Background: an optimization exercise with open tools, aiming at small area and a short achievable clock period. Do not read the settings as production practice. No run shown here included a check of the RTL's function; only the layout flow was run. Power figures rest on the tool's default switching activity, not on a simulated workload.

`design/flow/design.v`:
```
module add1(
	input clk,
	input en,
	input [15:0] x,
	output [15:0] z
	);
wire       nz = |x;
wire [4:0] e1 = x[14:10] + 5'd1;
wire [14:0] d = {e1[4:1], e1[0] & nz, x[9:0]};
reg [14:0] q;
always @(posedge clk) begin
	if (en) q <= d;
end
assign z = {1'b0, q};
endmodule
module fp16(
	input clk_50,reset_50,
	input [15:0] x_50,y_50,
	output [15:0] m_50,a_50
	);
reg        s1_s;
reg  [4:0] s1_e;
reg  [9:0] s1_xm, s1_ym;
reg        s1_nz;
always @(posedge clk_50) begin
	s1_s  <= x_50[15] ^ y_50[15];
	s1_e  <= x_50[14:10] + y_50[14:10] + 5'd17;	 
	s1_xm <= x_50[9:0];
	s1_ym <= y_50[9:0];
end
always @(posedge clk_50 or posedge reset_50) begin
	if (reset_50) s1_nz <= 1'b0;
	else          s1_nz <= (x_50 != 16'h0000) && (y_50 != 16'h0000);
end
wire [9:0] xm = s1_xm, ym = s1_ym;
wire [9:0] nxm = ~xm, nym = ~ym;
wire [9:0] npp [0:9];
genvar gi, gj;
generate for (gi = 0; gi < 10; gi = gi + 1) begin : g_pp
	for (gj = 0; gj < 10; gj = gj + 1) begin : g_pp2
		assign npp[gi][gj] = ~(xm[gi] & ym[gj]);
	end
end endgenerate
  wire hs0, hc0;
  fp16_xnor u_hx0 (.a(npp[0][9]), .b(npp[1][8]), .y(hs0));
  fp16_or u_ho0 (.a(npp[0][9]), .b(npp[1][8]), .y(hc0));
  wire fs1, fc1;
  fp16_fa u_fa1 (.a(nxm[0]), .b(nym[0]), .c(npp[1][9]), .s(fs1), .co(fc1));
  wire hs2, hc2;
  fp16_xnor u_hx2 (.a(npp[2][8]), .b(npp[3][7]), .y(hs2));
  fp16_or u_ho2 (.a(npp[2][8]), .b(npp[3][7]), .y(hc2));
  wire fs3, fc3;
  fp16_fa u_fa3 (.a(nxm[1]), .b(nym[1]), .c(npp[2][9]), .s(fs3), .co(fc3));
  wire hs4, hc4;
  fp16_xnor u_hx4 (.a(npp[3][8]), .b(npp[4][7]), .y(hs4));
  fp16_or u_ho4 (.a(npp[3][8]), .b(npp[4][7]), .y(hc4));
  wire fs5, fc5;
  fp16_fa u_fa5 (.a(nxm[2]), .b(nym[2]), .c(npp[3][9]), .s(fs5), .co(fc5));
  wire hs6, hc6;
  fp16_xnor u_hx6 (.a(npp[0][6]), .b(npp[1][5]), .y(hs6));
  fp16_or u_ho6 (.a(npp[0][6]), .b(npp[1][5]), .y(hc6));
  wire fs7, fc7;
  fp16_fa u_fa7 (.a(npp[0][7]), .b(npp[1][6]), .c(npp[2][5]), .s(fs7), .co(fc7));
  wire hs8, hc8;
  fp16_xnor u_hx8 (.a(npp[3][4]), .b(npp[4][3]), .y(hs8));
  fp16_or u_ho8 (.a(npp[3][4]), .b(npp[4][3]), .y(hc8));
  wire fs9, fc9;
  fp16_fa u_fa9 (.a(npp[0][8]), .b(npp[1][7]), .c(npp[2][6]), .s(fs9), .co(fc9));
  wire fs10, fc10;
  fp16_fa u_fa10 (.a(npp[3][5]), .b(npp[4][4]), .c(npp[5][3]), .s(fs10), .co(fc10));
  wire hs11, hc11;
  fp16_xnor u_hx11 (.a(npp[6][2]), .b(npp[7][1]), .y(hs11));
  fp16_or u_ho11 (.a(npp[6][2]), .b(npp[7][1]), .y(hc11));
  wire fs12, fc12;
  fp16_fa u_fa12 (.a(npp[2][7]), .b(npp[3][6]), .c(npp[4][5]), .s(fs12), .co(fc12));
  wire fs13, fc13;
  fp16_fa u_fa13 (.a(npp[5][4]), .b(npp[6][3]), .c(npp[7][2]), .s(fs13), .co(fc13));
  wire fs14, fc14;
  fp16_fa u_fa14 (.a(npp[8][1]), .b(npp[9][0]), .c(hs0), .s(fs14), .co(fc14));
  wire fs15, fc15;
  fp16_fa u_fa15 (.a(npp[4][6]), .b(npp[5][5]), .c(npp[6][4]), .s(fs15), .co(fc15));
  wire fs16, fc16;
  fp16_fa u_fa16 (.a(npp[7][3]), .b(npp[8][2]), .c(npp[9][1]), .s(fs16), .co(fc16));
  wire fs17, fc17;
  fp16_fa u_fa17 (.a(hc0), .b(hs2), .c(fs1), .s(fs17), .co(fc17));
  wire fs18, fc18;
  fp16_fa u_fa18 (.a(npp[5][6]), .b(npp[6][5]), .c(npp[7][4]), .s(fs18), .co(fc18));
  wire fs19, fc19;
  fp16_fa u_fa19 (.a(npp[8][3]), .b(npp[9][2]), .c(hc2), .s(fs19), .co(fc19));
  wire fs20, fc20;
  fp16_fa u_fa20 (.a(hs4), .b(fc1), .c(fs3), .s(fs20), .co(fc20));
  wire fs21, fc21;
  fp16_fa u_fa21 (.a(npp[4][8]), .b(npp[5][7]), .c(npp[6][6]), .s(fs21), .co(fc21));
  wire fs22, fc22;
  fp16_fa u_fa22 (.a(npp[7][5]), .b(npp[8][4]), .c(npp[9][3]), .s(fs22), .co(fc22));
  wire fs23, fc23;
  fp16_fa u_fa23 (.a(hc4), .b(fc3), .c(fs5), .s(fs23), .co(fc23));
  wire fs24, fc24;
  fp16_fa u_fa24 (.a(nxm[3]), .b(nym[3]), .c(npp[4][9]), .s(fs24), .co(fc24));
  wire fs25, fc25;
  fp16_fa u_fa25 (.a(npp[5][8]), .b(npp[6][7]), .c(npp[7][6]), .s(fs25), .co(fc25));
  wire fs26, fc26;
  fp16_fa u_fa26 (.a(npp[8][5]), .b(npp[9][4]), .c(fc5), .s(fs26), .co(fc26));
  wire fs27, fc27;
  fp16_fa u_fa27 (.a(nxm[4]), .b(nym[4]), .c(npp[5][9]), .s(fs27), .co(fc27));
  wire fs28, fc28;
  fp16_fa u_fa28 (.a(npp[6][8]), .b(npp[7][7]), .c(npp[8][6]), .s(fs28), .co(fc28));
  wire fs29, fc29;
  fp16_fa u_fa29 (.a(nxm[5]), .b(nym[5]), .c(npp[6][9]), .s(fs29), .co(fc29));
  wire hs30, hc30;
  fp16_xnor u_hx30 (.a(npp[0][4]), .b(npp[1][3]), .y(hs30));
  fp16_or u_ho30 (.a(npp[0][4]), .b(npp[1][3]), .y(hc30));
  wire fs31, fc31;
  fp16_fa u_fa31 (.a(npp[0][5]), .b(npp[1][4]), .c(npp[2][3]), .s(fs31), .co(fc31));
  wire hs32, hc32;
  fp16_xnor u_hx32 (.a(npp[3][2]), .b(npp[4][1]), .y(hs32));
  fp16_or u_ho32 (.a(npp[3][2]), .b(npp[4][1]), .y(hc32));
  wire fs33, fc33;
  fp16_fa u_fa33 (.a(npp[2][4]), .b(npp[3][3]), .c(npp[4][2]), .s(fs33), .co(fc33));
  wire fs34, fc34;
  fp16_fa u_fa34 (.a(npp[5][1]), .b(npp[6][0]), .c(hs6), .s(fs34), .co(fc34));
  wire fs35, fc35;
  fp16_fa u_fa35 (.a(npp[5][2]), .b(npp[6][1]), .c(npp[7][0]), .s(fs35), .co(fc35));
  wire fs36, fc36;
  fp16_fa u_fa36 (.a(hc6), .b(hs8), .c(fs7), .s(fs36), .co(fc36));
  wire fs37, fc37;
  fp16_fa u_fa37 (.a(npp[8][0]), .b(hc8), .c(hs11), .s(fs37), .co(fc37));
  wire fs38, fc38;
  fp16_fa u_fa38 (.a(fc7), .b(fs9), .c(fs10), .s(fs38), .co(fc38));
  wire fs39, fc39;
  fp16_fa u_fa39 (.a(hc11), .b(fc9), .c(fc10), .s(fs39), .co(fc39));
  wire fs40, fc40;
  fp16_fa u_fa40 (.a(fs12), .b(fs13), .c(fs14), .s(fs40), .co(fc40));
  wire fs41, fc41;
  fp16_fa u_fa41 (.a(fc12), .b(fc13), .c(fs15), .s(fs41), .co(fc41));
  wire fs42, fc42;
  fp16_fa u_fa42 (.a(fs16), .b(fc14), .c(fs17), .s(fs42), .co(fc42));
  wire fs43, fc43;
  fp16_fa u_fa43 (.a(fc15), .b(fc16), .c(fs18), .s(fs43), .co(fc43));
  wire fs44, fc44;
  fp16_fa u_fa44 (.a(fs19), .b(fc17), .c(fs20), .s(fs44), .co(fc44));
  wire fs45, fc45;
  fp16_fa u_fa45 (.a(fc18), .b(fs21), .c(fs22), .s(fs45), .co(fc45));
  wire fs46, fc46;
  fp16_fa u_fa46 (.a(fc19), .b(fc20), .c(fs23), .s(fs46), .co(fc46));
  wire fs47, fc47;
  fp16_fa u_fa47 (.a(fc21), .b(fc22), .c(fs24), .s(fs47), .co(fc47));
  wire fs48, fc48;
  fp16_fa u_fa48 (.a(fs25), .b(fc23), .c(fs26), .s(fs48), .co(fc48));
  wire fs49, fc49;
  fp16_fa u_fa49 (.a(npp[9][5]), .b(fc24), .c(fc25), .s(fs49), .co(fc49));
  wire fs50, fc50;
  fp16_fa u_fa50 (.a(fs27), .b(fs28), .c(fc26), .s(fs50), .co(fc50));
  wire fs51, fc51;
  fp16_fa u_fa51 (.a(npp[7][8]), .b(npp[8][7]), .c(npp[9][6]), .s(fs51), .co(fc51));
  wire fs52, fc52;
  fp16_fa u_fa52 (.a(fc27), .b(fc28), .c(fs29), .s(fs52), .co(fc52));
  wire fs53, fc53;
  fp16_fa u_fa53 (.a(nxm[6]), .b(nym[6]), .c(npp[7][9]), .s(fs53), .co(fc53));
  wire fs54, fc54;
  fp16_fa u_fa54 (.a(npp[8][8]), .b(npp[9][7]), .c(fc29), .s(fs54), .co(fc54));
  wire fs55, fc55;
  fp16_fa u_fa55 (.a(nxm[7]), .b(nym[7]), .c(npp[8][9]), .s(fs55), .co(fc55));
  wire hs56, hc56;
  fp16_xnor u_hx56 (.a(npp[0][3]), .b(npp[1][2]), .y(hs56));
  fp16_or u_ho56 (.a(npp[0][3]), .b(npp[1][2]), .y(hc56));
  wire fs57, fc57;
  fp16_fa u_fa57 (.a(npp[2][2]), .b(npp[3][1]), .c(npp[4][0]), .s(fs57), .co(fc57));
  wire fs58, fc58;
  fp16_fa u_fa58 (.a(npp[5][0]), .b(hc30), .c(hs32), .s(fs58), .co(fc58));
  wire fs59, fc59;
  fp16_fa u_fa59 (.a(hc32), .b(fc31), .c(fs33), .s(fs59), .co(fc59));
  wire fs60, fc60;
  fp16_fa u_fa60 (.a(fc33), .b(fs35), .c(fc34), .s(fs60), .co(fc60));
  wire fs61, fc61;
  fp16_fa u_fa61 (.a(fc35), .b(fs37), .c(fc36), .s(fs61), .co(fc61));
  wire fs62, fc62;
  fp16_fa u_fa62 (.a(fc37), .b(fc38), .c(fs39), .s(fs62), .co(fc62));
  wire fs63, fc63;
  fp16_fa u_fa63 (.a(fc39), .b(fs41), .c(fc40), .s(fs63), .co(fc63));
  wire fs64, fc64;
  fp16_fa u_fa64 (.a(fc41), .b(fs43), .c(fc42), .s(fs64), .co(fc64));
  wire fs65, fc65;
  fp16_fa u_fa65 (.a(fc43), .b(fs45), .c(fc44), .s(fs65), .co(fc65));
  wire fs66, fc66;
  fp16_fa u_fa66 (.a(fc45), .b(fs47), .c(fc46), .s(fs66), .co(fc66));
  wire fs67, fc67;
  fp16_fa u_fa67 (.a(fc47), .b(fs49), .c(fc48), .s(fs67), .co(fc67));
  wire fs68, fc68;
  fp16_fa u_fa68 (.a(fs51), .b(fc49), .c(fs52), .s(fs68), .co(fc68));
  wire fs69, fc69;
  fp16_fa u_fa69 (.a(fc51), .b(fs53), .c(fc52), .s(fs69), .co(fc69));
  wire fs70, fc70;
  fp16_fa u_fa70 (.a(npp[9][8]), .b(fc53), .c(fs55), .s(fs70), .co(fc70));
  wire fs71, fc71;
  fp16_fa u_fa71 (.a(nxm[8]), .b(nym[8]), .c(npp[9][9]), .s(fs71), .co(fc71));
  wire hs72, hc72;
  fp16_xnor u_hx72 (.a(npp[0][2]), .b(npp[1][1]), .y(hs72));
  fp16_or u_ho72 (.a(npp[0][2]), .b(npp[1][1]), .y(hc72));
  wire fs73, fc73;
  fp16_fa u_fa73 (.a(npp[2][1]), .b(npp[3][0]), .c(hs56), .s(fs73), .co(fc73));
  wire fs74, fc74;
  fp16_fa u_fa74 (.a(hc56), .b(hs30), .c(fs57), .s(fs74), .co(fc74));
  wire fs75, fc75;
  fp16_fa u_fa75 (.a(fc57), .b(fs31), .c(fs58), .s(fs75), .co(fc75));
  wire fs76, fc76;
  fp16_fa u_fa76 (.a(fc58), .b(fs34), .c(fs59), .s(fs76), .co(fc76));
  wire fs77, fc77;
  fp16_fa u_fa77 (.a(fc59), .b(fs36), .c(fs60), .s(fs77), .co(fc77));
  wire fs78, fc78;
  fp16_fa u_fa78 (.a(fs38), .b(fc60), .c(fs61), .s(fs78), .co(fc78));
  wire fs79, fc79;
  fp16_fa u_fa79 (.a(fc61), .b(fs40), .c(fs62), .s(fs79), .co(fc79));
  wire fs80, fc80;
  fp16_fa u_fa80 (.a(fc62), .b(fs42), .c(fs63), .s(fs80), .co(fc80));
  wire fs81, fc81;
  fp16_fa u_fa81 (.a(fs44), .b(fc63), .c(fs64), .s(fs81), .co(fc81));
  wire fs82, fc82;
  fp16_fa u_fa82 (.a(fs46), .b(fc64), .c(fs65), .s(fs82), .co(fc82));
  wire fs83, fc83;
  fp16_fa u_fa83 (.a(fs48), .b(fc65), .c(fs66), .s(fs83), .co(fc83));
  wire fs84, fc84;
  fp16_fa u_fa84 (.a(fs50), .b(fc66), .c(fs67), .s(fs84), .co(fc84));
  wire fs85, fc85;
  fp16_fa u_fa85 (.a(fc50), .b(fs68), .c(fc67), .s(fs85), .co(fc85));
  wire fs86, fc86;
  fp16_fa u_fa86 (.a(fs54), .b(fc68), .c(fs69), .s(fs86), .co(fc86));
  wire fs87, fc87;
  fp16_fa u_fa87 (.a(fc54), .b(fs70), .c(fc69), .s(fs87), .co(fc87));
  wire fs88, fc88;
  fp16_fa u_fa88 (.a(fc55), .b(fs71), .c(fc70), .s(fs88), .co(fc88));
  wire fs89, fc89;
  fp16_fa u_fa89 (.a(nxm[9]), .b(nym[9]), .c(fc71), .s(fs89), .co(fc89));
wire [21:0] nra = {1'b1, fc89, fc88, fc87, fc86, fc85, fc84, fc83, fc82, fc81, fc80, fc79, fc78, fc77, fc76, fc75, fc74, fc73, hc72, hs72, npp[0][1], npp[0][0]};
wire [21:0] nrb = {1'b1, 1'b0, fs89, fs88, fs87, fs86, fs85, fs84, fs83, fs82, fs81, fs80, fs79, fs78, fs77, fs76, fs75, fs74, fs73, npp[2][0], npp[1][0], 1'b1};
wire [21:0] kd  = nra & nrb;
wire [21:0] pd  = nra ^ nrb;
wire [7:0] lk [0:3];
wire [7:0] lp [0:3];
assign lk[0] = kd[7:0];
assign lp[0] = pd[7:0];
genvar gl;
generate for (gl = 0; gl < 3; gl = gl + 1) begin : g_lo
	for (gi = 0; gi < 8; gi = gi + 1) begin : g_pos
		if (gi >= (1 << gl)) begin : g_node
			assign lk[gl+1][gi] = lk[gl][gi] | (lp[gl][gi] & lk[gl][gi-(1<<gl)]);
			assign lp[gl+1][gi] = lp[gl][gi] & lp[gl][gi-(1<<gl)];
		end else begin : g_pass
			assign lk[gl+1][gi] = lk[gl][gi];
			assign lp[gl+1][gi] = lp[gl][gi];
		end
	end
end endgenerate
wire nc8  = lk[3][7] | lp[3][7];
wire gk98 = kd[9] | (pd[9] & kd[8]);
wire gp98 = pd[9] & pd[8];
reg [11:0] s2_p, s2_k;
reg        s2_gk, s2_gp, s2_nc;
reg        s2_s;
reg  [4:0] s2_e;
reg        s2_nz;
always @(posedge clk_50) begin
	s2_p  <= pd[21:10];
	s2_k  <= kd[21:10];
	s2_gk <= gk98;
	s2_gp <= gp98;
	s2_nc <= nc8;
	s2_s  <= s1_s;
	s2_e  <= s1_e;
end
always @(posedge clk_50 or posedge reset_50) begin
	if (reset_50) s2_nz <= 1'b0;
	else          s2_nz <= s1_nz;
end
wire [4:0]  e1 = s2_e + 5'd1;
wire [14:0] mag;
wire o0;
fp16_aoi21 u_o0 (.a1(s2_gp), .a2(s2_nc), .b1(s2_gk), .y(o0));
wire o1;
fp16_aoi21 u_o1 (.a1(s2_p[0]), .a2(s2_gk), .b1(s2_k[0]), .y(o1));
wire o2;
fp16_nand2 u_o2 (.a(s2_p[0]), .b(s2_gp), .y(o2));
wire o3;
fp16_aoi21 u_o3 (.a1(s2_p[1]), .a2(s2_k[0]), .b1(s2_k[1]), .y(o3));
wire o4;
fp16_nand2 u_o4 (.a(s2_p[1]), .b(s2_p[0]), .y(o4));
wire o5;
fp16_aoi21 u_o5 (.a1(s2_p[2]), .a2(s2_k[1]), .b1(s2_k[2]), .y(o5));
wire o6;
fp16_nand2 u_o6 (.a(s2_p[2]), .b(s2_p[1]), .y(o6));
wire o7;
fp16_aoi21 u_o7 (.a1(s2_p[3]), .a2(s2_k[2]), .b1(s2_k[3]), .y(o7));
wire o8;
fp16_nand2 u_o8 (.a(s2_p[3]), .b(s2_p[2]), .y(o8));
wire o9;
fp16_aoi21 u_o9 (.a1(s2_p[4]), .a2(s2_k[3]), .b1(s2_k[4]), .y(o9));
wire o10;
fp16_nand2 u_o10 (.a(s2_p[4]), .b(s2_p[3]), .y(o10));
wire o11;
fp16_aoi21 u_o11 (.a1(s2_p[5]), .a2(s2_k[4]), .b1(s2_k[5]), .y(o11));
wire o12;
fp16_nand2 u_o12 (.a(s2_p[5]), .b(s2_p[4]), .y(o12));
wire o13;
fp16_aoi21 u_o13 (.a1(s2_p[6]), .a2(s2_k[5]), .b1(s2_k[6]), .y(o13));
wire o14;
fp16_nand2 u_o14 (.a(s2_p[6]), .b(s2_p[5]), .y(o14));
wire o15;
fp16_aoi21 u_o15 (.a1(s2_p[7]), .a2(s2_k[6]), .b1(s2_k[7]), .y(o15));
wire o16;
fp16_nand2 u_o16 (.a(s2_p[7]), .b(s2_p[6]), .y(o16));
wire o17;
fp16_aoi21 u_o17 (.a1(s2_p[8]), .a2(s2_k[7]), .b1(s2_k[8]), .y(o17));
wire o18;
fp16_nand2 u_o18 (.a(s2_p[8]), .b(s2_p[7]), .y(o18));
wire o19;
fp16_aoi21 u_o19 (.a1(s2_p[9]), .a2(s2_k[8]), .b1(s2_k[9]), .y(o19));
wire o20;
fp16_nand2 u_o20 (.a(s2_p[9]), .b(s2_p[8]), .y(o20));
wire o21;
fp16_inv u_o21 (.a(s2_nc), .y(o21));
wire o22;
fp16_oai21 u_o22 (.a1(o2), .a2(o21), .b1(o1), .y(o22));
wire o23;
fp16_oai21 u_o23 (.a1(o4), .a2(o0), .b1(o3), .y(o23));
wire o24;
fp16_oai21 u_o24 (.a1(o6), .a2(o1), .b1(o5), .y(o24));
wire o25;
fp16_nor2 u_o25 (.a(o6), .b(o2), .y(o25));
wire o26;
fp16_oai21 u_o26 (.a1(o8), .a2(o3), .b1(o7), .y(o26));
wire o27;
fp16_nor2 u_o27 (.a(o8), .b(o4), .y(o27));
wire o28;
fp16_oai21 u_o28 (.a1(o10), .a2(o5), .b1(o9), .y(o28));
wire o29;
fp16_nor2 u_o29 (.a(o10), .b(o6), .y(o29));
wire o30;
fp16_oai21 u_o30 (.a1(o12), .a2(o7), .b1(o11), .y(o30));
wire o31;
fp16_nor2 u_o31 (.a(o12), .b(o8), .y(o31));
wire o32;
fp16_oai21 u_o32 (.a1(o14), .a2(o9), .b1(o13), .y(o32));
wire o33;
fp16_nor2 u_o33 (.a(o14), .b(o10), .y(o33));
wire o34;
fp16_oai21 u_o34 (.a1(o16), .a2(o11), .b1(o15), .y(o34));
wire o35;
fp16_nor2 u_o35 (.a(o16), .b(o12), .y(o35));
wire o36;
fp16_oai21 u_o36 (.a1(o18), .a2(o13), .b1(o17), .y(o36));
wire o37;
fp16_nor2 u_o37 (.a(o18), .b(o14), .y(o37));
wire o38;
fp16_oai21 u_o38 (.a1(o20), .a2(o15), .b1(o19), .y(o38));
wire o39;
fp16_nor2 u_o39 (.a(o20), .b(o16), .y(o39));
wire o40;
fp16_aoi21 u_o40 (.a1(o25), .a2(s2_nc), .b1(o24), .y(o40));
wire o41;
fp16_inv u_o41 (.a(o0), .y(o41));
wire o42;
fp16_aoi21 u_o42 (.a1(o27), .a2(o41), .b1(o26), .y(o42));
wire o43;
fp16_aoi21 u_o43 (.a1(o29), .a2(o22), .b1(o28), .y(o43));
wire o44;
fp16_aoi21 u_o44 (.a1(o31), .a2(o23), .b1(o30), .y(o44));
wire o45;
fp16_aoi21 u_o45 (.a1(o33), .a2(o24), .b1(o32), .y(o45));
wire o46;
fp16_nand2 u_o46 (.a(o33), .b(o25), .y(o46));
wire o47;
fp16_aoi21 u_o47 (.a1(o35), .a2(o26), .b1(o34), .y(o47));
wire o48;
fp16_nand2 u_o48 (.a(o35), .b(o27), .y(o48));
wire o49;
fp16_aoi21 u_o49 (.a1(o37), .a2(o28), .b1(o36), .y(o49));
wire o50;
fp16_nand2 u_o50 (.a(o37), .b(o29), .y(o50));
wire o51;
fp16_aoi21 u_o51 (.a1(o39), .a2(o30), .b1(o38), .y(o51));
wire o52;
fp16_nand2 u_o52 (.a(o39), .b(o31), .y(o52));
wire o53;
fp16_oai21 u_o53 (.a1(o46), .a2(o21), .b1(o45), .y(o53));
wire o54;
fp16_oai21 u_o54 (.a1(o48), .a2(o0), .b1(o47), .y(o54));
wire o55;
fp16_inv u_o55 (.a(o22), .y(o55));
wire o56;
fp16_oai21 u_o56 (.a1(o50), .a2(o55), .b1(o49), .y(o56));
wire o57;
fp16_inv u_o57 (.a(o23), .y(o57));
wire o58;
fp16_oai21 u_o58 (.a1(o52), .a2(o57), .b1(o51), .y(o58));
wire o59;
fp16_xor2 u_o59 (.a(s2_p[0]), .b(o0), .y(o59));
wire o60;
fp16_xnor2 u_o60 (.a(s2_p[1]), .b(o22), .y(o60));
wire o61;
fp16_xnor2 u_o61 (.a(s2_p[2]), .b(o23), .y(o61));
wire o62;
fp16_xor2 u_o62 (.a(s2_p[3]), .b(o40), .y(o62));
wire o63;
fp16_xor2 u_o63 (.a(s2_p[4]), .b(o42), .y(o63));
wire o64;
fp16_xor2 u_o64 (.a(s2_p[5]), .b(o43), .y(o64));
wire o65;
fp16_xor2 u_o65 (.a(s2_p[6]), .b(o44), .y(o65));
wire o66;
fp16_xnor2 u_o66 (.a(s2_p[7]), .b(o53), .y(o66));
wire o67;
fp16_xnor2 u_o67 (.a(s2_p[8]), .b(o54), .y(o67));
wire o68;
fp16_xnor2 u_o68 (.a(s2_p[9]), .b(o56), .y(o68));
wire o69;
fp16_xnor2 u_o69 (.a(s2_p[10]), .b(o58), .y(o69));
wire o70;
fp16_nand2 u_o70 (.a(s2_p[10]), .b(o58), .y(o70));
wire o71;
fp16_nand2 u_o71 (.a(s2_p[10]), .b(o58), .y(o71));
wire o72;
fp16_nand2 u_o72 (.a(s2_nz), .b(o59), .y(o72));
wire o73;
fp16_nand2 u_o73 (.a(s2_nz), .b(o60), .y(o73));
wire o74;
fp16_nand2 u_o74 (.a(s2_nz), .b(o61), .y(o74));
wire o75;
fp16_nand2 u_o75 (.a(s2_nz), .b(o62), .y(o75));
wire o76;
fp16_nand2 u_o76 (.a(s2_nz), .b(o63), .y(o76));
wire o77;
fp16_nand2 u_o77 (.a(s2_nz), .b(o64), .y(o77));
wire o78;
fp16_nand2 u_o78 (.a(s2_nz), .b(o65), .y(o78));
wire o79;
fp16_nand2 u_o79 (.a(s2_nz), .b(o66), .y(o79));
wire o80;
fp16_nand2 u_o80 (.a(s2_nz), .b(o67), .y(o80));
wire o81;
fp16_nand2 u_o81 (.a(s2_nz), .b(o68), .y(o81));
wire o82;
fp16_nand2 u_o82 (.a(s2_nz), .b(o69), .y(o82));
wire o83;
fp16_nand2 u_o83 (.a(s2_nz), .b(s2_e[0]), .y(o83));
wire o84;
fp16_nand2 u_o84 (.a(s2_nz), .b(s2_e[1]), .y(o84));
wire o85;
fp16_nand2 u_o85 (.a(s2_nz), .b(s2_e[2]), .y(o85));
wire o86;
fp16_nand2 u_o86 (.a(s2_nz), .b(s2_e[3]), .y(o86));
wire o87;
fp16_nand2 u_o87 (.a(s2_nz), .b(s2_e[4]), .y(o87));
wire o88;
fp16_nand2 u_o88 (.a(s2_nz), .b(e1[0]), .y(o88));
wire o89;
fp16_nand2 u_o89 (.a(s2_nz), .b(e1[1]), .y(o89));
wire o90;
fp16_nand2 u_o90 (.a(s2_nz), .b(e1[2]), .y(o90));
wire o91;
fp16_nand2 u_o91 (.a(s2_nz), .b(e1[3]), .y(o91));
wire o92;
fp16_nand2 u_o92 (.a(s2_nz), .b(e1[4]), .y(o92));
wire o93;
fp16_mux2i u_o93 (.s(o70), .a0(o72), .a1(o73), .y(o93));
wire o94;
fp16_mux2i u_o94 (.s(o70), .a0(o73), .a1(o74), .y(o94));
wire o95;
fp16_mux2i u_o95 (.s(o70), .a0(o74), .a1(o75), .y(o95));
wire o96;
fp16_mux2i u_o96 (.s(o70), .a0(o75), .a1(o76), .y(o96));
wire o97;
fp16_mux2i u_o97 (.s(o70), .a0(o76), .a1(o77), .y(o97));
wire o98;
fp16_mux2i u_o98 (.s(o70), .a0(o77), .a1(o78), .y(o98));
wire o99;
fp16_mux2i u_o99 (.s(o70), .a0(o78), .a1(o79), .y(o99));
wire o100;
fp16_mux2i u_o100 (.s(o70), .a0(o79), .a1(o80), .y(o100));
wire o101;
fp16_mux2i u_o101 (.s(o71), .a0(o80), .a1(o81), .y(o101));
wire o102;
fp16_mux2i u_o102 (.s(o71), .a0(o81), .a1(o82), .y(o102));
wire o103;
fp16_mux2i u_o103 (.s(o71), .a0(o83), .a1(o88), .y(o103));
wire o104;
fp16_mux2i u_o104 (.s(o71), .a0(o84), .a1(o89), .y(o104));
wire o105;
fp16_mux2i u_o105 (.s(o71), .a0(o85), .a1(o90), .y(o105));
wire o106;
fp16_mux2i u_o106 (.s(o71), .a0(o86), .a1(o91), .y(o106));
wire o107;
fp16_mux2i u_o107 (.s(o71), .a0(o87), .a1(o92), .y(o107));
assign mag = {o107, o106, o105, o104, o103, o102, o101, o100, o99, o98, o97, o96, o95, o94, o93};
wire [15:0] m_q = {s2_nz & s2_s, mag};
assign m_50 = m_q;
reg c0, c1;
wire ph0 = ~(c0 | c1);
always @(posedge clk_50 or posedge reset_50) begin
	if (reset_50) begin
		c0 <= 1'b0;
		c1 <= 1'b0;
	end else begin
		c0 <= ph0;
		c1 <= c0;
	end
end
add1 a1(.clk(clk_50), .en(ph0), .x(m_q), .z(a_50));
endmodule
module fp16_fa(input a, b, c, output s, co);
	assign s  = a ^ b ^ c;
	assign co = (a & b) | (a & c) | (b & c);
endmodule
module fp16_xnor(input a, b, output y);
	assign y = ~(a ^ b);
endmodule
module fp16_or(input a, b, output y);
	assign y = a | b;
endmodule
module fp16_inv(input a, output y);
	assign y = ~a;
endmodule
module fp16_nand2(input a, b, output y);
	assign y = ~(a & b);
endmodule
module fp16_nor2(input a, b, output y);
	assign y = ~(a | b);
endmodule
module fp16_aoi21(input a1, a2, b1, output y);
	assign y = ~((a1 & a2) | b1);
endmodule
module fp16_oai21(input a1, a2, b1, output y);
	assign y = ~((a1 | a2) & b1);
endmodule
module fp16_xor2(input a, b, output y);
	assign y = a ^ b;
endmodule
module fp16_xnor2(input a, b, output y);
	assign y = ~(a ^ b);
endmodule
module fp16_mux2i(input s, a0, a1, output y);
	assign y = ~(s ? a1 : a0);
endmodule
```
`design/flow/flow/run.sh`:
```
#!/bin/bash
set -e
export BUFFER_PORTS_ARGS="-buffer_cell sky130_fd_sc_hd__buf_1"
export CTS_ARGS="-sink_clustering_enable -repair_clock_nets -dont_use_dummy_load -buf_list {sky130_fd_sc_hd__clkbuf_4 sky130_fd_sc_hd__clkbuf_8}"
export RECOVER_POWER=50
bash standard.sh > standard.log 2>&1
```
`design/flow/standard.sh`:
```
#!/bin/bash
# synth_recipe.tcl (not shown) runs the flow's synth.tcl, then flattens the netlist and writes it again
# the make line also repeats each setting of config.mk as NAME=value (left out here)
make -C /OpenROAD-flow-scripts/flow DESIGN_CONFIG=/design/flow/config.mk WORK_HOME=/design/flow/orfs CLKGATE_MAP_FILE= SYNTH_SCRIPT=/design/flow/synth_recipe.tcl "${@:-finish}"
```
`design/flow/config.mk`:
```
export PLATFORM = sky130hd
export DESIGN_NAME = fp16
export DESIGN_NICKNAME = fp16
export VERILOG_FILES = /design/flow/design.v
export SDC_FILE = /design/flow/constraint.sdc
export NUM_CORES = 4
export LEC_CHECK = 0
export CAP_MARGIN = 20
export CORE_MARGIN = 2
export CORE_UTILIZATION = 40
export CTS_BUF_LIST = sky130_fd_sc_hd__clkbuf_4 sky130_fd_sc_hd__clkbuf_8
export PLACE_DENSITY = 0.6
export SETUP_SLACK_MARGIN = 2.5
export SLEW_MARGIN = 20
export SYNTH_HIERARCHICAL = 1
export SYNTH_MINIMUM_KEEP_SIZE = 0
```
`design/flow/constraint.sdc`:
```
create_clock -name core_clock -period 6.0 [get_ports {clk_50}]
set_input_delay 1.2000 -clock core_clock [delete_from_list [all_inputs] [get_ports {clk_50}]]
set_output_delay 1.2000 -clock core_clock [all_outputs]
set_load 0.01 [all_outputs]
```
==> results of run 1 <==
worst max-delay path, delay by kind of cell, from the launching register on:
family,cells,cell delay (ns)
multiplexers,1,0.39
buffers and inverters,1,0.20
flip-flops,1,0.43
AND/OR/NAND/NOR,4,0.83
AO/OA/AOI/OAI,1,0.34
timing repair:
item	CTS	global route
resized for setup	5	14
setup endpoints to repair	13	17
cloned	0	0
registers in the layout (all words and copies together), names as in the netlist, 5 cells and up:
register / count
s1_xm: 10
s2_p: 11
a1.q: 15
s2_k: 10
s2_e: 5
s1_e: 5
s1_ym: 10
per-module statistics from Yosys, one instance, submodules excluded, a selection:
module / cells / cell area [µm²] / copies in the design / flops+latches
fp16_or: 1 / 6.26 / 10 / 0
fp16_fa: 1 / 20.0 / 80 / 0
fp16_nand2: 1 / 3.75 / 37 / 0
add1: 31 / 566 / 1 / 15
fp16_xnor: 1 / 8.76 / 10 / 0
fp16_oai21: 1 / 5.00 / 14 / 0
fp16_xor2: 1 / 8.76 / 5 / 0
fp16_nor2: 1 / 3.75 / 8 / 0
fp16_mux2i: 1 / 10.0 / 15 / 0
fp16_aoi21: 1 / 8.76 / 19 / 0
fp16_xnor2: 1 / 8.76 / 6 / 0
fp16_inv: 1 / 3.75 / 4 / 0
synthesized netlist by cell type, types with 3 or more instances:
master	count	share of area, %
sky130_fd_sc_hd__nor2_1	9	0.62
sky130_fd_sc_hd__ha_1	29	6.6
sky130_fd_sc_hd__and2_1	3	0.34
sky130_fd_sc_hd__o21ai_1	14	1.3
sky130_fd_sc_hd__a21oi_1	3	0.27
sky130_fd_sc_hd__dfxtp_1	56	20
sky130_fd_sc_hd__a21o_1	4	0.55
sky130_fd_sc_hd__xor2_1	9	1.4
sky130_fd_sc_hd__edfxtp_1	15	8.2
sky130_fd_sc_hd__mux2i_1	15	2.7
sky130_fd_sc_hd__or2_1	10	1.1
sky130_fd_sc_hd__dfrtp_1	4	1.8
sky130_fd_sc_hd__fa_1	81	30
sky130_fd_sc_hd__inv_1	36	2.5
sky130_fd_sc_hd__clkbuf_1	20	1.4
sky130_fd_sc_hd__a21oi_2	19	3.0
sky130_fd_sc_hd__nor4_1	11	1.3
sky130_fd_sc_hd__xnor2_1	23	3.7
sky130_fd_sc_hd__buf_4	16	2.2
sky130_fd_sc_hd__nand2_1	136	9.3
sky130_fd_sc_hd__nand4_1	4	0.46
sky130_fd_sc_hd__nand3_1	5	0.46
worst max-delay path by stage:
stage	slack [ns]	start	cells after the start	to
after floorplan	2.70	s1_xm[1]	8	s2_p[2]
after CTS	2.41	s2_p[1]	7	m_50[10]
after detailed placement	2.62	s1_xm[2]	7	s2_p[3]
final	2.28	s2_p[2]	7	m_50[0]
after global placement	2.70	s1_xm[1]	7	s2_p[2]
after global routing	2.02	s2_p[6]	7	m_50[4]
final cells by class:
cell class              count  area, µm²
fillers                  1261       7390
multi-input cells         379       3510
well taps                 176        220
flip-flops and latches     75       1670
inverters                  36        135
repair buffers             65        244
clock buffers               9        124
logic make-up after synthesis:
family          share of synthesized area [%]
buf+inv                                  6.04
other cells                            0.0686
fa+ha+maj                                36.3
simple gates                             13.7
mux                                      2.74
compound gates                           5.44
xor+xnor                                 5.12
flops                                    30.6
per-stage QoR:
stage	cells	cell area (µm²)	util, %
after CTS	740	5890	44.3
after floorplan	526	5470	-
after global routing	740	5900	44.4
final	740	5900	44.4
after global placement	731	5740	43.2
after detailed placement	731	5740	43.2
routing by layer:
metal,up-vias,share of wire [%],track usage (%)
li1,1730,-,-
met2,101,48,25.1
met4,0,0.79,4.14
met1,1774,46,22.5
met3,10,4.7,3.15
met5,-,0,0
where the power goes:
part / leakage, nW / internal, mW / switching, mW
logic: 1.59 / 0.556 / 0.797
registers: 0.648 / 0.719 / 0.133
clock network: 0.0647 / 0.134 / 0.148
total: 2.30 / 1.41 / 1.08
==> reports/summary.md, run 1 <==
- total congestion overflow after global routing: 0
- minimum period implied by the final worst setup slack: 3.72 ns
- initial core utilization: 41.1%
- die span in y: 121 µm
- total CTS buffers: 9
- DRC errors left: 0
- fraction of registers with async set or reset after synthesis: 5.33%
- wire length per cell after detailed routing: 14.9 µm
- total power: 2.49 mW
- total power density per cell area: 421 mW/mm²
- status: complete, no violations
- sequential cell area fraction in the yosys report: 30.6%
- Synthesized Nets: 670
- slew at the pin closest to its max-slew limit: 0.807 ns
- most frequently used flop master after synthesis: sky130_fd_sc_hd__dfxtp_1
- required time worst endpoint: 4.80 ns
- Cells after Synth: 526
- Min-Delay Path Class: flip-flop to flip-flop
- end point of the most critical hold path: s2_e[3]
- wire length of the first global-routing pass: 18.2 mm
- final weighted congestion in routability-driven placement: 0.888
- slowest library cell on the worst path: sky130_fd_sc_hd__dfxtp_1
- synthesis-stage register bit count: 75
- worst clock skew: 0.0308 ns
- CP Capture Type: output pin
- leakage power figure: 2.30 nW
- max_cap viols: 0
- setup repair after global routing missed its margin: true
- placed wire-length estimate: 8.96 mm
- number of flops mapped to enable cells by yosys: 15
- pre-CTS WS: 2.62 ns
- via count of the first global-routing pass: 3761
- count of cell types in the netlist: 26
- clock transition time at the flip-flop clock pins of the worst setup and hold paths: 0.06 ns
- total routing resource utilization after global routing: 15.9%
- Area growth, synth to finish: 7.91%
- Data arrival, critical path: 2.52 ns
- final-report hold violation count: 0
- CP max FO: 8
- share of post-route cells with drive strength above 1: 6.56%
- cell mode on critical path: sky130_fd_sc_hd__nand2_1
- count of pins over their slew limit: 0
- most frequent standard cell in the layout excluding fill and tap cells: sky130_fd_sc_hd__nand2_1
- worst hold slack: 0.327 ns
- maximum clock frequency: 269 MHz
- Worst slew margin: 46.2%
- Detailed Routing Iterations Pass 1: 5
- startpoint of the worst hold path: s1_e[3]
- Period Utilization, post-route: 62.0%
- netlist area before placement: 0.00547 mm²
- crit-path max cell delay: 0.43 ns
- clk sinks: 75
- initial antenna violation count: 1
- maximum clock path buffer count: 2
- # setup viols final: 0
- CORE AREA: 0.0133 mm²
- antenna fix cells: 0
- # IOs: 66
- via density per instance: 4.89
- sum of negative setup slack: 0 ns
- placement row count: 42
- most frequent cells in the layout: 136 x sky130_fd_sc_hd__nand2_1, 81 x sky130_fd_sc_hd__fa_1, 64 x sky130_fd_sc_hd__buf_1
- startpoint type of the worst setup path: flip-flop
- maximum level of the CTS H-tree: 3
- clock tree from TritonCTS: built
- number of buffers added for setup after CTS: 0
- number of cell instances on the worst register-to-register path: 7
- pin count of the biggest net entering global routing: 23
- worst hold path depth: 0
- worst flop-to-flop path startpoint: s1_xm[1]
- routed vias: 3615
- Worst Slack Setup Final: 2.28 ns
- total detailed-routing wirelength: 11.0 mm
- count of hold buffers inserted by post-cts repair: 0
- Die W: 121 µm
- number of warnings printed during yosys synthesis: 8
- 1st-iter DRT viols: 155
- cells along the critical path: nand2_1 -> nor2_1 -> nand2_1 -> o21ai_0 -> nand2_1 -> mux2i_1 -> buf_1
- VDD IR-drop max: 145 µV
- clock latency reported for the late side of the worst-skew pair: 0.34 ns
- Avg Synthesized Cell Area: 10.4 µm²
- floorplan die area: 0.0146 mm²
- quantity of I/O buffers inserted on ports: 64
- clock tree root driver cell: sky130_fd_sc_hd__clkbuf_8
- register-to-register path setup slack: 2.62 ns
- Setup Crit Path Kind: flip-flop to output pin
- FF-to-FF End: s2_p[2]
- Antenna Nets Post-Route: 0
- Final #Nets: 710
==> run 2, diff against run 1 <==
--- a/design/flow/design.v
+++ b/design/flow/design.v
@@ -393,104 +393,128 @@
 wire o58;
 fp16_oai21 u_o58 (.a1(o52), .a2(o57), .b1(o51), .y(o58));
 wire o59;
-fp16_xor2 u_o59 (.a(s2_p[0]), .b(o0), .y(o59));
+fp16_inv u_o59 (.a(s2_nz), .y(o59));
 wire o60;
-fp16_xnor2 u_o60 (.a(s2_p[1]), .b(o22), .y(o60));
+fp16_and2 u_o60 (.a(s2_nz), .b(s2_p[0]), .y(o60));
 wire o61;
-fp16_xnor2 u_o61 (.a(s2_p[2]), .b(o23), .y(o61));
+fp16_nor2 u_o61 (.a(o59), .b(s2_p[0]), .y(o61));
 wire o62;
-fp16_xor2 u_o62 (.a(s2_p[3]), .b(o40), .y(o62));
+fp16_mux2i u_o62 (.s(o0), .a0(o60), .a1(o61), .y(o62));
 wire o63;
-fp16_xor2 u_o63 (.a(s2_p[4]), .b(o42), .y(o63));
+fp16_and2 u_o63 (.a(s2_nz), .b(s2_p[1]), .y(o63));
 wire o64;
-fp16_xor2 u_o64 (.a(s2_p[5]), .b(o43), .y(o64));
+fp16_nor2 u_o64 (.a(o59), .b(s2_p[1]), .y(o64));
 wire o65;
-fp16_xor2 u_o65 (.a(s2_p[6]), .b(o44), .y(o65));
+fp16_mux2i u_o65 (.s(o22), .a0(o64), .a1(o63), .y(o65));
 wire o66;
-fp16_xnor2 u_o66 (.a(s2_p[7]), .b(o53), .y(o66));
+fp16_and2 u_o66 (.a(s2_nz), .b(s2_p[2]), .y(o66));
 wire o67;
-fp16_xnor2 u_o67 (.a(s2_p[8]), .b(o54), .y(o67));
+fp16_nor2 u_o67 (.a(o59), .b(s2_p[2]), .y(o67));
 wire o68;
-fp16_xnor2 u_o68 (.a(s2_p[9]), .b(o56), .y(o68));
+fp16_mux2i u_o68 (.s(o23), .a0(o67), .a1(o66), .y(o68));
 wire o69;
-fp16_xnor2 u_o69 (.a(s2_p[10]), .b(o58), .y(o69));
+fp16_and2 u_o69 (.a(s2_nz), .b(s2_p[3]), .y(o69));
 wire o70;
-fp16_nand2 u_o70 (.a(s2_p[10]), .b(o58), .y(o70));
+fp16_nor2 u_o70 (.a(o59), .b(s2_p[3]), .y(o70));
 wire o71;
-fp16_nand2 u_o71 (.a(s2_p[10]), .b(o58), .y(o71));
+fp16_mux2i u_o71 (.s(o40), .a0(o69), .a1(o70), .y(o71));
 wire o72;
-fp16_nand2 u_o72 (.a(s2_nz), .b(o59), .y(o72));
+fp16_and2 u_o72 (.a(s2_nz), .b(s2_p[4]), .y(o72));
 wire o73;
-fp16_nand2 u_o73 (.a(s2_nz), .b(o60), .y(o73));
+fp16_nor2 u_o73 (.a(o59), .b(s2_p[4]), .y(o73));
 wire o74;
-fp16_nand2 u_o74 (.a(s2_nz), .b(o61), .y(o74));
+fp16_mux2i u_o74 (.s(o42), .a0(o72), .a1(o73), .y(o74));
 wire o75;
-fp16_nand2 u_o75 (.a(s2_nz), .b(o62), .y(o75));
+fp16_and2 u_o75 (.a(s2_nz), .b(s2_p[5]), .y(o75));
 wire o76;
-fp16_nand2 u_o76 (.a(s2_nz), .b(o63), .y(o76));
+fp16_nor2 u_o76 (.a(o59), .b(s2_p[5]), .y(o76));
 wire o77;
-fp16_nand2 u_o77 (.a(s2_nz), .b(o64), .y(o77));
+fp16_mux2i u_o77 (.s(o43), .a0(o75), .a1(o76), .y(o77));
 wire o78;
-fp16_nand2 u_o78 (.a(s2_nz), .b(o65), .y(o78));
+fp16_and2 u_o78 (.a(s2_nz), .b(s2_p[6]), .y(o78));
 wire o79;
-fp16_nand2 u_o79 (.a(s2_nz), .b(o66), .y(o79));
+fp16_nor2 u_o79 (.a(o59), .b(s2_p[6]), .y(o79));
 wire o80;
-fp16_nand2 u_o80 (.a(s2_nz), .b(o67), .y(o80));
+fp16_mux2i u_o80 (.s(o44), .a0(o78), .a1(o79), .y(o80));
 wire o81;
-fp16_nand2 u_o81 (.a(s2_nz), .b(o68), .y(o81));
+fp16_and2 u_o81 (.a(s2_nz), .b(s2_p[7]), .y(o81));
 wire o82;
-fp16_nand2 u_o82 (.a(s2_nz), .b(o69), .y(o82));
+fp16_nor2 u_o82 (.a(o59), .b(s2_p[7]), .y(o82));
 wire o83;
-fp16_nand2 u_o83 (.a(s2_nz), .b(s2_e[0]), .y(o83));
+fp16_mux2i u_o83 (.s(o53), .a0(o82), .a1(o81), .y(o83));
 wire o84;
-fp16_nand2 u_o84 (.a(s2_nz), .b(s2_e[1]), .y(o84));
+fp16_and2 u_o84 (.a(s2_nz), .b(s2_p[8]), .y(o84));
 wire o85;
-fp16_nand2 u_o85 (.a(s2_nz), .b(s2_e[2]), .y(o85));
+fp16_nor2 u_o85 (.a(o59), .b(s2_p[8]), .y(o85));
 wire o86;
-fp16_nand2 u_o86 (.a(s2_nz), .b(s2_e[3]), .y(o86));
+fp16_mux2i u_o86 (.s(o54), .a0(o85), .a1(o84), .y(o86));
 wire o87;
-fp16_nand2 u_o87 (.a(s2_nz), .b(s2_e[4]), .y(o87));
+fp16_and2 u_o87 (.a(s2_nz), .b(s2_p[9]), .y(o87));
 wire o88;
-fp16_nand2 u_o88 (.a(s2_nz), .b(e1[0]), .y(o88));
+fp16_nor2 u_o88 (.a(o59), .b(s2_p[9]), .y(o88));
 wire o89;
-fp16_nand2 u_o89 (.a(s2_nz), .b(e1[1]), .y(o89));
+fp16_mux2i u_o89 (.s(o56), .a0(o88), .a1(o87), .y(o89));
 wire o90;
-fp16_nand2 u_o90 (.a(s2_nz), .b(e1[2]), .y(o90));
+fp16_and2 u_o90 (.a(s2_nz), .b(s2_p[10]), .y(o90));
 wire o91;
-fp16_nand2 u_o91 (.a(s2_nz), .b(e1[3]), .y(o91));
+fp16_nor2 u_o91 (.a(o59), .b(s2_p[10]), .y(o91));
 wire o92;
-fp16_nand2 u_o92 (.a(s2_nz), .b(e1[4]), .y(o92));
+fp16_mux2i u_o92 (.s(o58), .a0(o91), .a1(o90), .y(o92));
 wire o93;
-fp16_mux2i u_o93 (.s(o70), .a0(o72), .a1(o73), .y(o93));
+fp16_nand2 u_o93 (.a(s2_p[10]), .b(o58), .y(o93));
 wire o94;
-fp16_mux2i u_o94 (.s(o70), .a0(o73), .a1(o74), .y(o94));
+fp16_nand2 u_o94 (.a(s2_p[10]), .b(o58), .y(o94));
 wire o95;
-fp16_mux2i u_o95 (.s(o70), .a0(o74), .a1(o75), .y(o95));
+fp16_nand2 u_o95 (.a(s2_nz), .b(s2_e[0]), .y(o95));
 wire o96;
-fp16_mux2i u_o96 (.s(o70), .a0(o75), .a1(o76), .y(o96));
+fp16_nand2 u_o96 (.a(s2_nz), .b(s2_e[1]), .y(o96));
 wire o97;
-fp16_mux2i u_o97 (.s(o70), .a0(o76), .a1(o77), .y(o97));
+fp16_nand2 u_o97 (.a(s2_nz), .b(s2_e[2]), .y(o97));
 wire o98;
-fp16_mux2i u_o98 (.s(o70), .a0(o77), .a1(o78), .y(o98));
+fp16_nand2 u_o98 (.a(s2_nz), .b(s2_e[3]), .y(o98));
 wire o99;
-fp16_mux2i u_o99 (.s(o70), .a0(o78), .a1(o79), .y(o99));
+fp16_nand2 u_o99 (.a(s2_nz), .b(s2_e[4]), .y(o99));
 wire o100;
-fp16_mux2i u_o100 (.s(o70), .a0(o79), .a1(o80), .y(o100));
+fp16_nand2 u_o100 (.a(s2_nz), .b(e1[0]), .y(o100));
 wire o101;
-fp16_mux2i u_o101 (.s(o71), .a0(o80), .a1(o81), .y(o101));
+fp16_nand2 u_o101 (.a(s2_nz), .b(e1[1]), .y(o101));
 wire o102;
-fp16_mux2i u_o102 (.s(o71), .a0(o81), .a1(o82), .y(o102));
+fp16_nand2 u_o102 (.a(s2_nz), .b(e1[2]), .y(o102));
 wire o103;
-fp16_mux2i u_o103 (.s(o71), .a0(o83), .a1(o88), .y(o103));
+fp16_nand2 u_o103 (.a(s2_nz), .b(e1[3]), .y(o103));
 wire o104;
-fp16_mux2i u_o104 (.s(o71), .a0(o84), .a1(o89), .y(o104));
+fp16_nand2 u_o104 (.a(s2_nz), .b(e1[4]), .y(o104));
 wire o105;
-fp16_mux2i u_o105 (.s(o71), .a0(o85), .a1(o90), .y(o105));
+fp16_mux2i u_o105 (.s(o93), .a0(o62), .a1(o65), .y(o105));
 wire o106;
-fp16_mux2i u_o106 (.s(o71), .a0(o86), .a1(o91), .y(o106));
+fp16_mux2i u_o106 (.s(o93), .a0(o65), .a1(o68), .y(o106));
 wire o107;
-fp16_mux2i u_o107 (.s(o71), .a0(o87), .a1(o92), .y(o107));
-assign mag = {o107, o106, o105, o104, o103, o102, o101, o100, o99, o98, o97, o96, o95, o94, o93};
+fp16_mux2i u_o107 (.s(o93), .a0(o68), .a1(o71), .y(o107));
+wire o108;
+fp16_mux2i u_o108 (.s(o93), .a0(o71), .a1(o74), .y(o108));
+wire o109;
+fp16_mux2i u_o109 (.s(o93), .a0(o74), .a1(o77), .y(o109));
+wire o110;
+fp16_mux2i u_o110 (.s(o93), .a0(o77), .a1(o80), .y(o110));
+wire o111;
+fp16_mux2i u_o111 (.s(o93), .a0(o80), .a1(o83), .y(o111));
+wire o112;
+fp16_mux2i u_o112 (.s(o93), .a0(o83), .a1(o86), .y(o112));
+wire o113;
+fp16_mux2i u_o113 (.s(o94), .a0(o86), .a1(o89), .y(o113));
+wire o114;
+fp16_mux2i u_o114 (.s(o94), .a0(o89), .a1(o92), .y(o114));
+wire o115;
+fp16_mux2i u_o115 (.s(o94), .a0(o95), .a1(o100), .y(o115));
+wire o116;
+fp16_mux2i u_o116 (.s(o94), .a0(o96), .a1(o101), .y(o116));
+wire o117;
+fp16_mux2i u_o117 (.s(o94), .a0(o97), .a1(o102), .y(o117));
+wire o118;
+fp16_mux2i u_o118 (.s(o94), .a0(o98), .a1(o103), .y(o118));
+wire o119;
+fp16_mux2i u_o119 (.s(o94), .a0(o99), .a1(o104), .y(o119));
+assign mag = {o119, o118, o117, o116, o115, o114, o113, o112, o111, o110, o109, o108, o107, o106, o105};
 wire [15:0] m_q = {s2_nz & s2_s, mag};
 assign m_50 = m_q;
 reg c0, c1;
@@ -540,3 +564,6 @@
 module fp16_mux2i(input s, a0, a1, output y);
 	assign y = ~(s ? a1 : a0);
 endmodule
+module fp16_and2(input a, b, output y);
+	assign y = a & b;
+endmodule
--- a/design/flow/config.mk
+++ b/design/flow/config.mk
@@ -10,7 +10,7 @@
 export CORE_UTILIZATION = 40
 export CTS_BUF_LIST = sky130_fd_sc_hd__clkbuf_4 sky130_fd_sc_hd__clkbuf_8
 export PLACE_DENSITY = 0.6
-export SETUP_SLACK_MARGIN = 2.5
+export SETUP_SLACK_MARGIN = 2.6
 export SLEW_MARGIN = 20
 export SYNTH_HIERARCHICAL = 1
 export SYNTH_MINIMUM_KEEP_SIZE = 0
==> run 2 against run 1 <==
Compared with the run above: area after synthesis is 1.6% higher; clock-buffer cell count stayed put; hold slack worse by 0.0095 ns; largest cell class unchanged; setup slack better by 0.24 ns; global-route usage is 0.52 points higher; synthesized cell count is 2.3% higher; non-clock buffer count is 3 higher; clock power is 2% higher; critical path type unchanged.
==> reports/summary.md, run 2 <==
- M3 GR Usage: 2.76%, -0.39 points
- CORE AREA: 0.0137 mm², +3.2%
- end point of the most critical hold path: s2_e[1]
- startpoint type of the worst setup path: flip-flop
- number of warnings printed during yosys synthesis: 8, unchanged
- minimum period implied by the final worst setup slack: 3.48 ns, -0.245 ns
- DRC errors left: 0, unchanged
- Detailed Routing Iterations Pass 1: 5, unchanged
- fraction of power spent switching nets: 42.1%, -1.3 points
- clock transition time at the flip-flop clock pins of the worst setup and hold paths: 0.07 ns, about the same
- Antenna Nets Post-Route: 0, unchanged
- share of post-route cells with drive strength above 1: 10.7%, +4.1 points
- Worst slew margin: 61.7%, +16 points
- Final #Nets: 725, +2.1%
- internal power component: 1.44 mW, +1.9%
- sequential cell area fraction in the yosys report: 30.1%, -0.47 points
- Clk network pwr share: 11.6%, +0.3 points
- slew at the pin closest to its max-slew limit: 0.572 ns, -0.235 ns
- most frequent cells in the layout: 124 x sky130_fd_sc_hd__nand2_1, 81 x sky130_fd_sc_hd__fa_1, 64 x sky130_fd_sc_hd__buf_1
- setup repair after global routing missed its margin: true
- CP max FO: 8, unchanged
- wire length of the first global-routing pass: 18.8 mm, +3.6%
- Cells after Synth: 538, +2.3%
- count of pins over their slew limit: 0, unchanged
- die span in y: 122 µm, +0.76%
- wire length per cell after detailed routing: 15.4 µm, +3.7%
- Die W: 122 µm, +0.76%
- count of hold buffers inserted by post-cts repair: 0, unchanged
- fraction of power consumed by sequential logic: 34.3%, about the same
- Area growth, synth to finish: 10.5%
- busiest grt layer: met2
- via density per instance: 4.99, +2.1%
- synthesis-stage register bit count: 75, unchanged
- combinational group share of total power: 54.1%, -0.3 points
- Period Utilization, post-route: 58.0%, -4.1 points
- most frequently used flop master after synthesis: sky130_fd_sc_hd__dfxtp_1
- worst clock skew: 0.0346 ns, +0.00380 ns
- Data arrival, critical path: 2.28 ns, -0.24 ns
- Setup Crit Path Kind: flip-flop to output pin
- top register by number of flip-flops: a1.q
- FF-to-FF End: s2_p[2]
- NetSw: 1.04 mW, -3.4%
- count of cell types in the netlist: 26, unchanged
- maximum level of the CTS H-tree: 3, unchanged
- Avg Synthesized Cell Area: 10.3 µm², -0.69%
- total power density per cell area: 404 mW/mm², -4.2%
- cell types with the largest area share after synthesis: sky130_fd_sc_hd__fa_1 29%, sky130_fd_sc_hd__dfxtp_1 20%, sky130_fd_sc_hd__nand2_1 8.4%
- maximum clock frequency: 287 MHz, +7.0%
- total congestion overflow after global routing: 0, unchanged
- worst hold slack: 0.318 ns, -0.00953 ns
- pin count of the biggest net entering global routing: 24, +4.3%
- floorplan die area: 0.0148 mm², +1.5%
- total routing resource utilization after global routing: 16.4%, +0.52 points
- # IOs: 66, unchanged
- number of cell instances on the worst register-to-register path: 7, unchanged
- fraction of registers with async set or reset after synthesis: 5.33%, unchanged
- met1 Use GR: 22.6%, +0.19 points
- cell type with the highest aggregate area in the netlist: sky130_fd_sc_hd__fa_1
- worst hold path depth: 0, unchanged
- clock latency reported for the late side of the worst-skew pair: 0.35 ns, about the same
- total detailed-routing wirelength: 11.7 mm, +6.4%
- via count of the first global-routing pass: 3860, +2.6%
- maximum clock path buffer count: 2, unchanged
- Top Registers: a1.q (15), s2_p (11)
- proportion of netlist area held by the largest area contributor: 29.2%, -0.46 points
- final weighted congestion in routability-driven placement: 0.839, -5.5%
- final-layout fill cell count: 1312, +4.0%
- # setup viols final: 0, unchanged
- number of flip-flops under the largest register name: 15, unchanged
- Synthesized Nets: 682, +1.8%
- ranking of synthesized cells by instance count: 125 x sky130_fd_sc_hd__nand2_1, 81 x sky130_fd_sc_hd__fa_1, 56 x sky130_fd_sc_hd__dfxtp_1
- share of the core filled with cells: 44.7%, +0.34 points
- max_cap viols: 0, unchanged
- placed wire-length estimate: 9.22 mm, +2.9%
- clock tree root driver cell: sky130_fd_sc_hd__clkbuf_8
- final instance count without filler cells: 759, +2.6%
- clock tree from TritonCTS: built
- startpoint of the worst hold path: s1_e[1]
- number of flops mapped to enable cells by yosys: 15, unchanged
- final-report hold violation count: 0, unchanged
- quantity of I/O buffers inserted on ports: 64, unchanged
- sequential cell area: 0.00170 mm², +1.3%
- leakage power figure: 2.37 nW, +3.0%
- most frequent standard cell in the layout excluding fill and tap cells: sky130_fd_sc_hd__nand2_1
- total CTS buffers: 9, unchanged
- leading cell type by number of instances after synthesis: sky130_fd_sc_hd__nand2_1
- initial core utilization: 40.5%, -0.64 points
- antenna fix cells: 0, unchanged
- sum of negative setup slack: 0 ns, unchanged
- routed vias: 3787, +4.8%
- required time worst endpoint: 4.80 ns, about the same
- area of combinational cells with multiple inputs: 0.00368 mm², +4.8%
- placement row count: 43, +2.4%
- clk sinks: 75, unchanged
- Min-Delay Path Class: flip-flop to flip-flop
- VDD IR-drop max: 138 µV, -4.8%
- global routing usage on met2: 27.0%, +2.0 points
- netlist area before placement: 0.00556 mm², +1.6%
- CP Capture Type: output pin
- 1st-iter DRT viols: 148, -4.5%
- worst flop-to-flop path startpoint: s1_xm[1]
- status: complete, no violations
- number of placed instances with taps included: 747, +2.2%
- initial antenna violation count: 0, -1
- register-to-register path setup slack: 2.73 ns, +0.11 ns
==> run 2: cell count changes after synthesis <==
cell,previous run,this run
sky130_fd_sc_hd__mux2i_1,15,26
sky130_fd_sc_hd__and2_1,3,14
sky130_fd_sc_hd__xor2_1,9,4
sky130_fd_sc_hd__inv_1,36,37
sky130_fd_sc_hd__xnor2_1,23,17
sky130_fd_sc_hd__nand2_1,136,125
sky130_fd_sc_hd__nor2_1,9,20
==> run 2: cells by family (layout without fill, tap and decap cells) <==
| kind of cell | after synthesis | in the layout | synth area share [%] |
|---|---|---|---|
| simple gates | 190 | 190 | 14.8 |
| buf+inv | 73 | 114 | 6.01 |
| compound gates | 42 | 42 | 5.36 |
| fa+ha+maj | 110 | 110 | 35.7 |
| xor+xnor | 21 | 21 | 3.31 |
| flops | 75 | 75 | 30.1 |
| other cells | 1 | 1 | 0.0675 |
| mux | 26 | 26 | 4.68 |
==> run 2: per-layer routing <==
layer | share of wire [%] | vias to the layer above
li1 | - | 1793
met1 | 46 | 1890
met2 | 50 | 95
met3 | 3.6 | 9
met4 | 0.85 | 0
met5 | 0 | -
==> run 2: through the flow <==
step / power (mW) / area (µm²) / setup slack, ns
after CTS: 2.47 / 6070 / 2.60
after detailed placement: 2.08 / 5830 / 2.61
final: 2.48 / 6140 / 2.52
after global routing: 2.70 / 6140 / 2.35
after global placement: 2.04 / 5830 / 2.66
after floorplan: 1.83 / 5560 / 2.70
==> run 2: Yosys stat by module (local to each module, per instance) <==
module      cell area, µm²  times used  cells inside  flops+latches
add1                   566           1            31             15
fp16_aoi21            8.76          19             1              0
fp16_nor2             3.75          19             1              0
fp16_oai21            5.00          14             1              0
fp16_fa               20.0          80             1              0
fp16                  2490           1           287             60
fp16_or               6.26          10             1              0
fp16_inv              3.75           5             1              0
fp16_nand2            3.75          26             1              0
fp16_mux2i            10.0          26             1              0
fp16_and2             6.26          11             1              0
fp16_xnor             8.76          10             1              0
==> run 2: critical path: stages (launching register included) <==
cell and delay, ns:
sky130_fd_sc_hd__dfxtp_1 0.43, sky130_fd_sc_hd__nand2_1 0.13, sky130_fd_sc_hd__nor2_1 0.18, sky130_fd_sc_hd__nand2_1 0.11, sky130_fd_sc_hd__o21ai_4 0.18, sky130_fd_sc_hd__nand2_1 0.32, sky130_fd_sc_hd__mux2i_1 0.40, sky130_fd_sc_hd__buf_1 0.19
==> run 2: worst max-delay path by stage <==
stage / startpoint / endpoint / slack (ns) / depth (start not counted)
finish: s2_p[3] / m_50[3] / 2.52 / 7
global route: s2_p[7] / m_50[3] / 2.35 / 7
CTS: s1_ym[1] / s2_p[2] / 2.60 / 7
detailed placement: s1_xm[1] / s2_p[2] / 2.61 / 7
global placement: s2_nc / m_50[10] / 2.66 / 7
floorplan: s1_xm[1] / s2_p[2] / 2.70 / 8
==> run 2: layout make-up <==
| cell class | instances | share of cell area [%] |
|---|---|---|
| Timing Repair Buffer | 68 | 4.55 |
| Clock buffer | 9 | 2.02 |
| Sequential cell | 75 | 27.6 |
| Multi-Input combinational cell | 390 | 59.9 |
| Tap cell | 180 | 3.67 |
| Inverter | 37 | 2.26 |
==> run 2: power groups by stage <==
stage / sequential (mW) / clock [mW] / combinational, mW
6_report: 0.850 / 0.287 / 1.34
3_5_place_dp: 0.856 / 0 / 1.22
3_3_place_gp: 0.853 / 0 / 1.19
4_1_cts: 0.846 / 0.297 / 1.33
5_1_grt: 0.873 / 0.318 / 1.51
2_1_floorplan: 0.837 / 0 / 0.993
==> run 2: what timing repair did <==
action | 4_1_cts | 5_1_grt
setup buffers | 0 | 3
setup endpoints to repair | 16 | 26
gates resized for setup | 24 | 28
pin swaps | 0 | 1

separate check: timing with driven ports:
Ports are ideal in the flow. The routed layouts listed here were re-timed in OpenROAD.
Step 1, drivers: a clkbuf_16 drives clk_50 and a buf_2 each remaining input, both assumed.
Step 2 moves the port delays by t, midway between the first and last clock arrival at a register: inputs arrive t later, outputs are due t later. That takes back most of the time a late clock gives input paths.
a / b / c = no drivers / after step 1 / after step 2; a / b = the first two.
run	t (ns)	setup slack, ns	worst slew at a driven data input, ns
run 1	0.351	2.277 / 2.248 / 2.599	0.04
run 2	0.369	2.522 / 2.488 / 2.733	0.03
After both steps every run listed still meets setup and hold.
